This design comes from an exercise in tuning for small area and a short achievable clock period on the open sky130 flow, not from production work.
The RTL was checked by simulation tests, not by an equivalence proof against the original design.

==> flow/design.v, too long to show whole: its modules and the start of the top module <==
// module pe: 1129 lines
// module systolic_array: 103 lines
module systolic_array #(
    parameter M           = 5,
    parameter N           = 3,
    parameter K           = 4,
    parameter DATA_WIDTH  = 32
) (
    input clk,
    input rst_n,
    input [DATA_WIDTH*M-1:0] X,
    input [DATA_WIDTH*K-1:0] W,
    output reg [DATA_WIDTH*M*K-1:0] Y,
    output done
);
  // ...
==> flow/flow/run.sh <==
#!/bin/bash
set -euo pipefail
export BUFFER_PORTS_ARGS="-buffer_cell sky130_fd_sc_hd__buf_2"
bash standard.sh > standard_make.log 2>&1
==> flow/standard.sh <==
#!/bin/bash
# synth_recipe.tcl (not shown) runs the flow's synth.tcl, then flattens the netlist and writes it again
# the make line also repeats each setting of config.mk as NAME=value (left out here)
make -C /OpenROAD-flow-scripts/flow DESIGN_CONFIG=/design/flow/config.mk WORK_HOME=/design/flow/orfs CLKGATE_MAP_FILE= SYNTH_SCRIPT=/design/flow/synth_recipe.tcl "${@:-finish}"
==> flow/config.mk <==
export PLATFORM = sky130hd
export DESIGN_NAME = systolic_array
export DESIGN_NICKNAME = systolic_array
export VERILOG_FILES = /design/flow/design.v
export SDC_FILE = /design/flow/constraint.sdc
export NUM_CORES = 8
export LEC_CHECK = 0
export ABC_AREA = 1
export CAP_MARGIN = 20
export CORE_MARGIN = 2
export CORE_UTILIZATION = 60
export PLACE_DENSITY = 0.7
export SETUP_SLACK_MARGIN = 5
export SLEW_MARGIN = 20
==> flow/constraint.sdc <==
create_clock -name core_clock -period 8.5 [get_ports {clk}]
set_input_delay 1.7000 -clock core_clock [delete_from_list [all_inputs] [get_ports {clk}]]
set_output_delay 1.7000 -clock core_clock [all_outputs]
set_load 0.01 [all_outputs]
==> impl_metrics.env, run 1 <==
export IMPL_worst_slack_ps=4920
export IMPL_syn_to_final_growth_pct=16.0
export IMPL_pin_count=931
export IMPL_num_rows=169
export IMPL_area_dominant_class="multi-input combinational cells"
export IMPL_post_route_util=0.701
export IMPL_hpwl_um=299000
export IMPL_crit_type="reg2reg"
export IMPL_routed_wl_met2_um=188000
export IMPL_hold_class="reg2reg"
export IMPL_routabilityCongestion=0.973
export IMPL_cts_htree_levels=4
export IMPL_min_to="row[4].xr1[7]"
export IMPL_instances_no_fill=16776
export IMPL_yosys_warnings=3
export IMPL_timing_final_crit_share=0.421
export IMPL_status="timing/DRC/antenna clean"
export IMPL_final_common_cell="inv_1"
export IMPL_seq_cell_count=2378
export IMPL_multi_input_area_share=0.429
export IMPL_clk_pin_slew_worst_paths_ps=70
export IMPL_endpoint_kind="register"
==> run 2: changes to the inputs <==
--- a/flow/config.mk
+++ b/flow/config.mk
@@ -14 +14,2 @@
 export SLEW_MARGIN = 20
+export TNS_END_PERCENT = 10
==> impl_metrics.env, run 2 <==
export IMPL_antenna_found_initial=56
export IMPL_crit_chain="inv_1, o22ai_1, xor2_1, fa_1, fa_1, fa_1, inv_1, fa_1"
export IMPL_yosysUniqueCellTypes=46
export IMPL_startpoint="row[2].etwo[7]"
export IMPL_grt_pass1_vias=99951
export IMPL_setup_violations=0
export IMPL_slew_headroom=0.174
export IMPL_status="timing/DRC/antenna clean"
export IMPL_ant_nets=0
export IMPL_hpwl_um=300000
export IMPL_design_area_um2=147000
export IMPL_die_area_um2=218000
export IMPL_yosys_register_bits=2378
export IMPL_synth_edff_count=640
export IMPL_wl_um=434000
export IMPL_die_w_um=466
export IMPL_drive_above_1_share=0.154
export IMPL_post_dp_cell_area_um2=135000
export IMPL_critical_path_max_stage_delay_ps=530
export IMPL_die_h_um=466
export IMPL_synth_area_leaders="dfxtp_1 (27%), fa_1 (18%), edfxtp_1 (15%), xor2_1 (10%), inv_1 (6.6%)"
export IMPL_synthCells=12796
export IMPL_detail_route_drc_violations=0
export IMPL_yosysTopAreaCell="dfxtp_1"
export IMPL_grt_start_max_net_pins=98
export IMPL_final_cell_mix="inv_1 (2,208), dfxtp_1 (1,661), xor2_1 (1,489)"
export IMPL_grt_pass1_wl_um=632000
export IMPL_clock_tree_buffer_depth=3
export IMPL_final_common_cell="inv_1"
export IMPL_synth_commonest_cells="inv_1 (2,262), dfxtp_1 (1,725), xor2_1 (1,504)"
export IMPL_pin_count=931
export IMPL_rrSetupSlack_ps=4830
export IMPL_overflow=0
export IMPL_fmax_mhz=272
export IMPL_yosysMostFrequentCell="inv_1"
export IMPL_cts_num_sinks=2378
export IMPL_rsz0062_at_grt="yes"
export IMPL_dr_pass1_iters=9
export IMPL_io_buffers=930
export IMPL_start_kind="register"
export IMPL_cts_htree_levels=4
export IMPL_syn_area_um2=128000
export IMPL_yosys_warnings=3
export IMPL_reg2reg_from="row[2].etwo[7]"
export IMPL_synth_yosys_seq_area_share=0.421
export IMPL_num_vias=97856
export IMPL_maxCapViolations=0
export IMPL_first_iter_violations=11378
export IMPL_drv_slew=0
export IMPL_clock_latency_ps=940
export IMPL_cp_data_arrival_time_ps=4440
export IMPL_cts_made_buffers=236
export IMPL_syn_to_final_growth_pct=14.3
export IMPL_worst_slack_ps=4830
export IMPL_hold_class="reg2reg"
export IMPL_crit_path_max_fanout=16
export IMPL_coreArea_um2=212000
export IMPL_clk_pin_slew_worst_paths_ps=70
export IMPL_path_common_cell="fa_1"
export IMPL_timing_final_crit_share=0.432
export IMPL_clock_skew_final_ps=55.5
export IMPL_hold_start="row[1].xr2[21]"
export IMPL_hold_viol=0
export IMPL_worst_pin_slew_ps=1230
export IMPL_tritoncts="built"
export IMPL_cp_slowest_cell="dfxtp_1"
export IMPL_dp_cells=16055
export IMPL_finalCriticalPeriod_ps=3670
export IMPL_synthFlopType="dfxtp_1"
export IMPL_fin_setup_tns_ps=0
export IMPL_start_util=0.604
export IMPL_nNetsFinal=15362
export IMPL_yosysTopAreaCellShare=0.269
export IMPL_top_regs="Y: 640 flops, wq: 288 flops"
export IMPL_largest_register_ffs=640
export IMPL_top_register="Y"
export IMPL_synthArstFlopShare=0.00547
export IMPL_crit_type="reg2reg"
export IMPL_grtUsageTotal=0.391
export IMPL_root_buffer="clkbuf_16"
export IMPL_num_rows=169
export IMPL_routabilityCongestion=0.973
export IMPL_endpoint_kind="register"
export IMPL_instances_no_fill=16677
export IMPL_syn_area_per_cell_um2=10.0
export IMPL_holdBufCountCts=0
export IMPL_routedWlPerCell_um=26.0
export IMPL_synth_fp_nets=14530
export IMPL_viasPerCell=5.87
export IMPL_pre_cts_ws_ps=3310
export IMPL_worstPathRequired_ps=9270
[run 2: cell type report]
type                    count  area [um^2]
clock buffers             314         6660
well taps                2821         3530
repair inverters           20          130
diodes                     16         40.0
clock inverters           136         1600
repair buffers           1222         7960
flip-flops and latches   2378        54300
multi-input cells        7372        62900
inverters                2398         9610
fillers                 16522        65600
[run 2: timing repair]
item	in CTS	in global routing
pin swaps	8	14
gates resized for setup	370	150
setup buffers	84	35
setup endpoints to repair	813	527
gates cloned	27	10
[run 2: path summary, 6_finish.rpt]
| kind | end | cells past startpoint |
|---|---|---|
| min reg2reg | row[1].xr1[21] | 0 |
| min | row[1].xr1[21] | 0 |
| max | row[2].u.ra_29_3 | 8 |
| max reg2reg | row[2].u.ra_29_3 | 8 |
| max in group asynchronous | ld[0] | 1 |
| min in group asynchronous | cnt[0] | 1 |
[run 2: logic make-up (layout without fill, tap and decap cells)]
kind of cell,after synthesis,count (layout),share of synthesized area
compound gates,2001,2001,0.0958
fa+ha+maj,1444,1444,0.207
mux,36,36,0.00316
buf+inv,3047,4090,0.0918
simple gates,2305,2306,0.0728
xor+xnor,1584,1584,0.108
flops,2378,2378,0.421
other cells,1,17,0.0000292
[run 2: routing by layer]
layer	share of wire	global-route usage
met5	0.0011	0
met4	0.067	0.226
met3	0.13	0.133
met2	0.42	0.571
met1	0.38	0.507
[run 2: critical path, delay by kind of cell (launching register included)]
| kind | cells | cell delay (ps) |
|---|---|---|
| AOI/OAI and AO/OA | 1 | 360 |
| xor gates and xnor gates | 1 | 210 |
| adders and majority gates | 4 | 1880 |
| buffers and inverters | 2 | 550 |
| DFF | 1 | 530 |
[run 2: through the flow]
step / hold slack [ps] / utilization
global placement: 310 / 0.636
global route: 311 / 0.691
CTS: 301 / 0.685
floorplan: 310 / -
detailed placement: 312 / 0.636
finish: 308 / 0.691
==> run 3: changes to the inputs <==
--- a/flow/config.mk
+++ b/flow/config.mk
@@ -11,2 +11,3 @@
 export CORE_UTILIZATION = 60
+export CTS_BUF_LIST = sky130_fd_sc_hd__clkbuf_4 sky130_fd_sc_hd__clkbuf_8
 export PLACE_DENSITY = 0.7
@@ -14,2 +15 @@
 export SLEW_MARGIN = 20
-export TNS_END_PERCENT = 10
==> impl_metrics.env, run 3 <==
export IMPL_synthFlopType="dfxtp_1"
export IMPL_grt_start_max_net_pins=163
export IMPL_routedWlPerCell_um=25.9
export IMPL_yosysTopAreaCellShare=0.269
export IMPL_num_rows=169
export IMPL_syn_area_um2=128000
export IMPL_grt_pass1_wl_um=637000
export IMPL_yosys_register_bits=2378
export IMPL_design_area_um2=149000
export IMPL_synth_edff_count=640
export IMPL_hpwl_um=299000
export IMPL_die_w_um=466
export IMPL_synthCells=12796
export IMPL_routabilityCongestion=0.973
export IMPL_detail_route_drc_violations=0
export IMPL_cp_slowest_cell="fa_1"
export IMPL_top_regs="Y: 640 flops, wq: 288 flops"
export IMPL_worst_slack_ps=4830
export IMPL_crit_path_max_fanout=4
export IMPL_timing_final_crit_share=0.432
export IMPL_largest_register_ffs=640
export IMPL_worst_pin_slew_ps=1300
export IMPL_clock_latency_ps=1140
export IMPL_clock_tree_buffer_depth=4
export IMPL_die_area_um2=218000
export IMPL_post_dp_cell_area_um2=135000
export IMPL_start_util=0.604
export IMPL_overflow=0
export IMPL_hold_class="reg2reg"
export IMPL_endpoint_kind="register"
export IMPL_final_cell_mix="inv_1 (2,183), dfxtp_1 (1,653), xor2_1 (1,463)"
export IMPL_syn_to_final_growth_pct=16.1
export IMPL_start_kind="register"
export IMPL_syn_area_per_cell_um2=10.0
export IMPL_cts_num_sinks=2378
export IMPL_dp_cells=16045
export IMPL_dr_pass1_iters=8
export IMPL_final_common_cell="inv_1"
export IMPL_rsz0062_at_grt="yes"
export IMPL_fillers=16154
export IMPL_top_register="Y"
export IMPL_yosysMostFrequentCell="inv_1"
export IMPL_slew_headroom=0.125
export IMPL_yosysTopAreaCell="dfxtp_1"
export IMPL_synth_area_leaders="dfxtp_1 (27%), fa_1 (18%), edfxtp_1 (15%), xor2_1 (10%), inv_1 (6.6%)"
export IMPL_drive_above_1_share=0.190
export IMPL_die_h_um=466
export IMPL_cp_data_arrival_time_ps=4700
export IMPL_cts_htree_levels=5
export IMPL_hold_viol=0
export IMPL_yosys_warnings=3
export IMPL_fin_setup_tns_ps=0
export IMPL_drv_slew=0
export IMPL_clock_skew_final_ps=66.8
export IMPL_root_buffer="clkbuf_8"
export IMPL_wl_um=441000
export IMPL_maxCapViolations=0
export IMPL_grtUsageTotal=0.394
export IMPL_viasPerCell=5.86
export IMPL_crit_type="reg2reg"
export IMPL_pin_count=931
export IMPL_status="timing/DRC/antenna clean"
export IMPL_multi_input_area_um2=63700
export IMPL_io_buffers=930
export IMPL_pre_cts_ws_ps=3380
export IMPL_instances_no_fill=17047
export IMPL_crit_chain="buf_12, clkinvlp_4, buf_6, buf_12, o22ai_4, xor2_2, fa_1, fa_1, inv_1, fa_2, xor2_2, nand3b_1, nand3_1, nand2_1, nand3b_1, nand2_1, inv_1"
export IMPL_synth_yosys_seq_area_share=0.421
export IMPL_cts_made_buffers=394
export IMPL_clk_pin_slew_worst_paths_ps=70
export IMPL_antenna_found_initial=59
export IMPL_nNetsFinal=15627
export IMPL_tritoncts="built"
export IMPL_seqCellArea_um2=54300
export IMPL_num_vias=99814
export IMPL_setup_violations=0
export IMPL_finalCriticalPeriod_ps=3670
export IMPL_yosysUniqueCellTypes=46
export IMPL_holdBufCountCts=0
export IMPL_ant_nets=0
export IMPL_synth_fp_nets=14530
export IMPL_coreArea_um2=212000
export IMPL_first_iter_violations=11669
export IMPL_worstPathRequired_ps=9530
export IMPL_fmax_mhz=273
export IMPL_grt_pass1_vias=100487
export IMPL_critical_path_max_stage_delay_ps=530
export IMPL_synthArstFlopShare=0.00547
export IMPL_synth_commonest_cells="inv_1 (2,262), dfxtp_1 (1,725), xor2_1 (1,504)"
==> run 3: changes by cell type in the layout (fill, tap and decap cells not counted), moves of 29 or more <==
| cell | previous run | this run |
|---|---|---|
| clkbuf_16 | 247 | 14 |
| buf_4 | 192 | 251 |
| clkbuf_4 | 1 | 108 |
| clkbuf_8 | 39 | 475 |
| clkbuf_1 | 36 | 0 |
| o22ai_1 | 1226 | 1197 |
==> run 3: cell type report <==
class | instances | share of cell area
flip-flops and latches | 2378 | 0.364
clock inverters | 130 | 0.00742
repair buffers | 1312 | 0.0611
inverters | 2398 | 0.0652
well taps | 2821 | 0.0237
multi-input cells | 7372 | 0.427
diodes | 19 | 0.000319
clock buffers | 580 | 0.0490
repair inverters | 37 | 0.00145
==> run 3: critical path, delay by kind of cell (launching register included) <==
family | cells | cell delay, ps
adder cells (fa/ha/maj) | 3 | 1340
flip-flops | 1 | 340
AND/OR/NAND/NOR | 5 | 590
AO/OA/AOI/OAI | 1 | 150
XOR/XNOR | 2 | 420
buffers and inverters | 6 | 710
==> run 3: path summary, 6_finish.rpt <==
kind,cells past startpoint,slack (ps),startpoint,endpoint
setup reg to reg,17,4830,row[0].wl[30],row[0].u.ra_31_1
hold reg to reg,0,280,wq[9][29],wq[8][29]
max in group asynchronous,1,7730,rst_n,wy[2]
hold / removal,0,280,wq[9][29],wq[8][29]
setup / recovery,17,4830,row[0].wl[30],row[0].u.ra_31_1
min in group asynchronous,1,490,rst_n,done_q
==> run 3: routing by layer <==
metal | up-vias | global-route usage | routed length, um
li1 | 42920 | - | -
met1 | 48269 | 0.513 | 166000
met2 | 6725 | 0.576 | 186000
met3 | 1820 | 0.131 | 58000
met4 | 80 | 0.225 | 31300
met5 | - | 0 | 476
==> run 3: cells by family after synthesis <==
| group | count (synthesis) | share of synthesized area |
|---|---|---|
| xor+xnor | 1584 | 0.108 |
| flops | 2378 | 0.421 |
| compound gates | 2001 | 0.0958 |
| fa+ha+maj | 1444 | 0.207 |
| buf+inv | 3047 | 0.0918 |
| other cells | 1 | 0.0000292 |
| simple gates | 2305 | 0.0728 |
| mux | 36 | 0.00316 |
==> run 3: repair_timing <==
action                                  CTS  global route
gates cloned                             40            25
endpoints found under the setup margin  508           405
buffers inserted                         96           112
gates resized for setup                 413           366
pin swaps                                19            82
==> run 3: per-stage QoR <==
| stage | hold WS [ps] | util |
|---|---|---|
| final | 285 | 0.702 |
| after global routing | 272 | 0.702 |
| after CTS | 277 | 0.688 |
| after detailed placement | 312 | 0.636 |
| after global placement | 310 | 0.636 |
| after floorplan | 310 | - |
==> run 4: changes to the inputs <==
--- a/flow/config.mk
+++ b/flow/config.mk
@@ -11,3 +11,4 @@
 export CORE_UTILIZATION = 60
-export CTS_BUF_LIST = sky130_fd_sc_hd__clkbuf_4 sky130_fd_sc_hd__clkbuf_8
+export CTS_BUF_LIST = sky130_fd_sc_hd__clkbuf_8
+export CTS_CLUSTER_SIZE = 20
 export PLACE_DENSITY = 0.7
==> impl_metrics.env, run 4 <==
export IMPL_status="timing/DRC/antenna clean"
export IMPL_clock_tree_buffer_depth=4
export IMPL_coreArea_um2=212000
export IMPL_final_cell_mix="inv_1 (2,298), dfxtp_1 (1,654), xor2_1 (1,462)"
export IMPL_min_to="wq[8][29]"
export IMPL_overflow=0
export IMPL_detail_route_drc_violations=0
export IMPL_die_w_um=466
export IMPL_first_iter_violations=11490
export IMPL_die_area_um2=218000
export IMPL_root_buffer="clkbuf_8"
export IMPL_yosys_register_bits=2378
export IMPL_hold_start="wq[9][29]"
export IMPL_cts_num_sinks=2378
export IMPL_yosysTopAreaCellShare=0.269
export IMPL_final_common_cell="inv_1"
export IMPL_rsz0062_at_grt="yes"
export IMPL_reg2reg_from="row[0].wl[7]"
export IMPL_hold_class="reg2reg"
export IMPL_routabilityCongestion=0.973
export IMPL_die_h_um=466
export IMPL_synthCells=12796
export IMPL_synth_yosys_seq_area_share=0.421
export IMPL_yosysMostFrequentCell="inv_1"
export IMPL_r2r_end="row[4].u.ra_31_1"
export IMPL_drive_above_1_share=0.180
export IMPL_start_util=0.604
export IMPL_grtUsageTotal=0.394
export IMPL_rrSetupSlack_ps=4960
export IMPL_synth_area_leaders="dfxtp_1 (27%), fa_1 (18%), edfxtp_1 (15%), xor2_1 (10%), inv_1 (6.6%)"
export IMPL_wl_um=438000
export IMPL_cts_htree_levels=5
export IMPL_io_buffers=930
export IMPL_hold_viol=0
export IMPL_nNetsFinal=15618
export IMPL_whs_path_depth=0
export IMPL_clock_latency_ps=1140
export IMPL_maxCapViolations=0
export IMPL_post_route_util=0.699
export IMPL_start_kind="register"
export IMPL_yosysTopAreaCell="dfxtp_1"
export IMPL_synthArstFlopShare=0.00547
export IMPL_syn_area_per_cell_um2=10.0
export IMPL_clock_skew_final_ps=71.1
export IMPL_syn_area_um2=128000
export IMPL_antenna_found_initial=60
export IMPL_pin_count=931
export IMPL_synth_commonest_cells="inv_1 (2,262), dfxtp_1 (1,725), xor2_1 (1,504)"
export IMPL_grt_pass1_vias=100529
export IMPL_timing_final_crit_share=0.416
export IMPL_ant_nets=0
export IMPL_num_rows=169
export IMPL_crit_type="reg2reg"
export IMPL_m1WireLength_um=164000
export IMPL_setup_violations=0
export IMPL_yosys_warnings=3
export IMPL_grt_start_max_net_pins=163
export IMPL_top_register="Y"
export IMPL_cts_made_buffers=394
export IMPL_synth_fp_nets=14530
export IMPL_finalCriticalPeriod_ps=3540
export IMPL_grt_pass1_wl_um=637000
export IMPL_slew_headroom=0.199
export IMPL_syn_to_final_growth_pct=15.6
export IMPL_synth_edff_count=640
export IMPL_crit_path_max_fanout=63
export IMPL_clk_pin_slew_worst_paths_ps=60
export IMPL_drv_slew=0
export IMPL_worst_pin_slew_ps=1190
export IMPL_endpoint_kind="register"
export IMPL_worstPathRequired_ps=9500
export IMPL_largest_register_ffs=640
export IMPL_routed_wl_met2_um=186000
export IMPL_num_vias=99198
export IMPL_fin_setup_tns_ps=0
export IMPL_routedWlPerCell_um=25.7
export IMPL_viasPerCell=5.82
export IMPL_tritoncts="built"
export IMPL_rr_worst_depth=17
export IMPL_highest_layer="met5"
export IMPL_top_regs="Y: 640 flops, wq: 288 flops"
export IMPL_routed_wl_met3_um=57900
export IMPL_hpwl_um=299000
export IMPL_synthFlopType="dfxtp_1"
export IMPL_dr_pass1_iters=10
export IMPL_yosysUniqueCellTypes=46
export IMPL_cp_data_arrival_time_ps=4530
export IMPL_fmax_mhz=283
export IMPL_holdBufCountCts=0
run 4: layout make-up:
class	count	area, um^2
Fill cell	16230	64000
Multi-Input combinational cell	7372	63600
Sequential cell	2378	54300
Inverter	2398	9720
Timing Repair Buffer	1301	8870
Clock buffer	472	6500
Tap cell	2821	3530
Clock inverter	238	1510
Timing Repair inverter	39	239
Antenna cell	15	37.5
run 4: worst max-delay path, cell delays in order (launching register included):
cell and delay, ps:
dfxtp_1 300, buf_4 230, inv_4 100, buf_6 550
o22ai_1 220, xor2_1 210, ha_1 340, fa_1 480
xnor2_2 160, or2_2 310, nand2_1 60, nand2_1 60
nand2_1 70, nand2_1 40, nand2_1 80, nand2_1 50
inv_1 50, nor2_1 30
run 4: metal layers:
metal | global-route usage | vias up
met5 | 0 | -
met4 | 0.225 | 82
met3 | 0.135 | 1733
met2 | 0.577 | 6591
met1 | 0.509 | 47905
li1 | - | 42887
run 4: worst max path at each step:
| stage | startpoint | to | slack [ps] | cells past startpoint |
|---|---|---|---|---|
| floorplan | clr[0] | row[4].u.ra_31_1 | 5020 | 19 |
| global placement | row[0].wl[29] | row[4].u.ra_31_1 | 3290 | 17 |
| detailed placement | row[0].wl[29] | row[4].u.ra_31_1 | 3380 | 17 |
| CTS | clr[0] | row[1].u.ra_29_3 | 4810 | 8 |
| global route | row[0].wl[30] | row[4].u.ra_31_1 | 4750 | 19 |
| finish | row[0].wl[7] | row[4].u.ra_31_1 | 4960 | 17 |
run 4: cells by family (layout without fill, tap and decap cells):
kind of cell,after synthesis,in the layout,synth area share
other cells,1,16,0.0000292
buf+inv,3047,4448,0.0918
fa+ha+maj,1444,1444,0.207
mux,36,36,0.00316
flops,2378,2378,0.421
simple gates,2305,2306,0.0728
compound gates,2001,2001,0.0958
xor+xnor,1584,1584,0.108
run 4: timing repair:
item | in CTS | in global routing
resized for setup | 398 | 346
pin swaps | 14 | 71
setup endpoints to repair | 508 | 413
gates cloned | 40 | 23
buffers inserted | 96 | 105
run 4: metrics by stage:
stage / area (um^2) / hold slack [ps] / instances / setup slack, ps
5_1_grt: 148000 / 269 / 17027 / 4750
2_1_floorplan: 128000 / 310 / 12796 / 5020
6_report: 148000 / 288 / 17034 / 4960
3_3_place_gp: 135000 / 310 / 16045 / 3290
4_1_cts: 146000 / 277 / 16891 / 4810
3_5_place_dp: 135000 / 312 / 16045 / 3380

-- afterwards: timing with drivers on the ports --
No port has a modelled driver above. Below, the same layouts with a new extraction and two added sets of constraints.
Step 1 (the two cells are an assumption about what drives the block):
set clk [get_ports {clk}]
set_driving_cell -lib_cell sky130_fd_sc_hd__clkbuf_16 $clk
set_driving_cell -lib_cell sky130_fd_sc_hd__buf_2 [delete_from_list [all_inputs] $clk]
Step 2 adds t to the input delays and takes it off the output delays; t is the mean of the earliest and latest rising clock arrival at the registers after step 1. Input paths then give back, and output paths get back, about the clock's delay inside the block.
a / b / c = ideal / step 1 / step 2; a / b = the first two.
run	t, ns	setup slack, ns	worst slew at a driven data input, ns
run 1	1.005	4.920 / 4.920 / 4.920	0.18
run 2	1.014	4.827 / 4.827 / 4.827	0.17
run 3	1.198	4.832 / 4.832 / 4.832	0.18
run 4	1.200	4.964 / 4.908 / 4.964	0.18
After both steps every run listed still meets setup and hold.
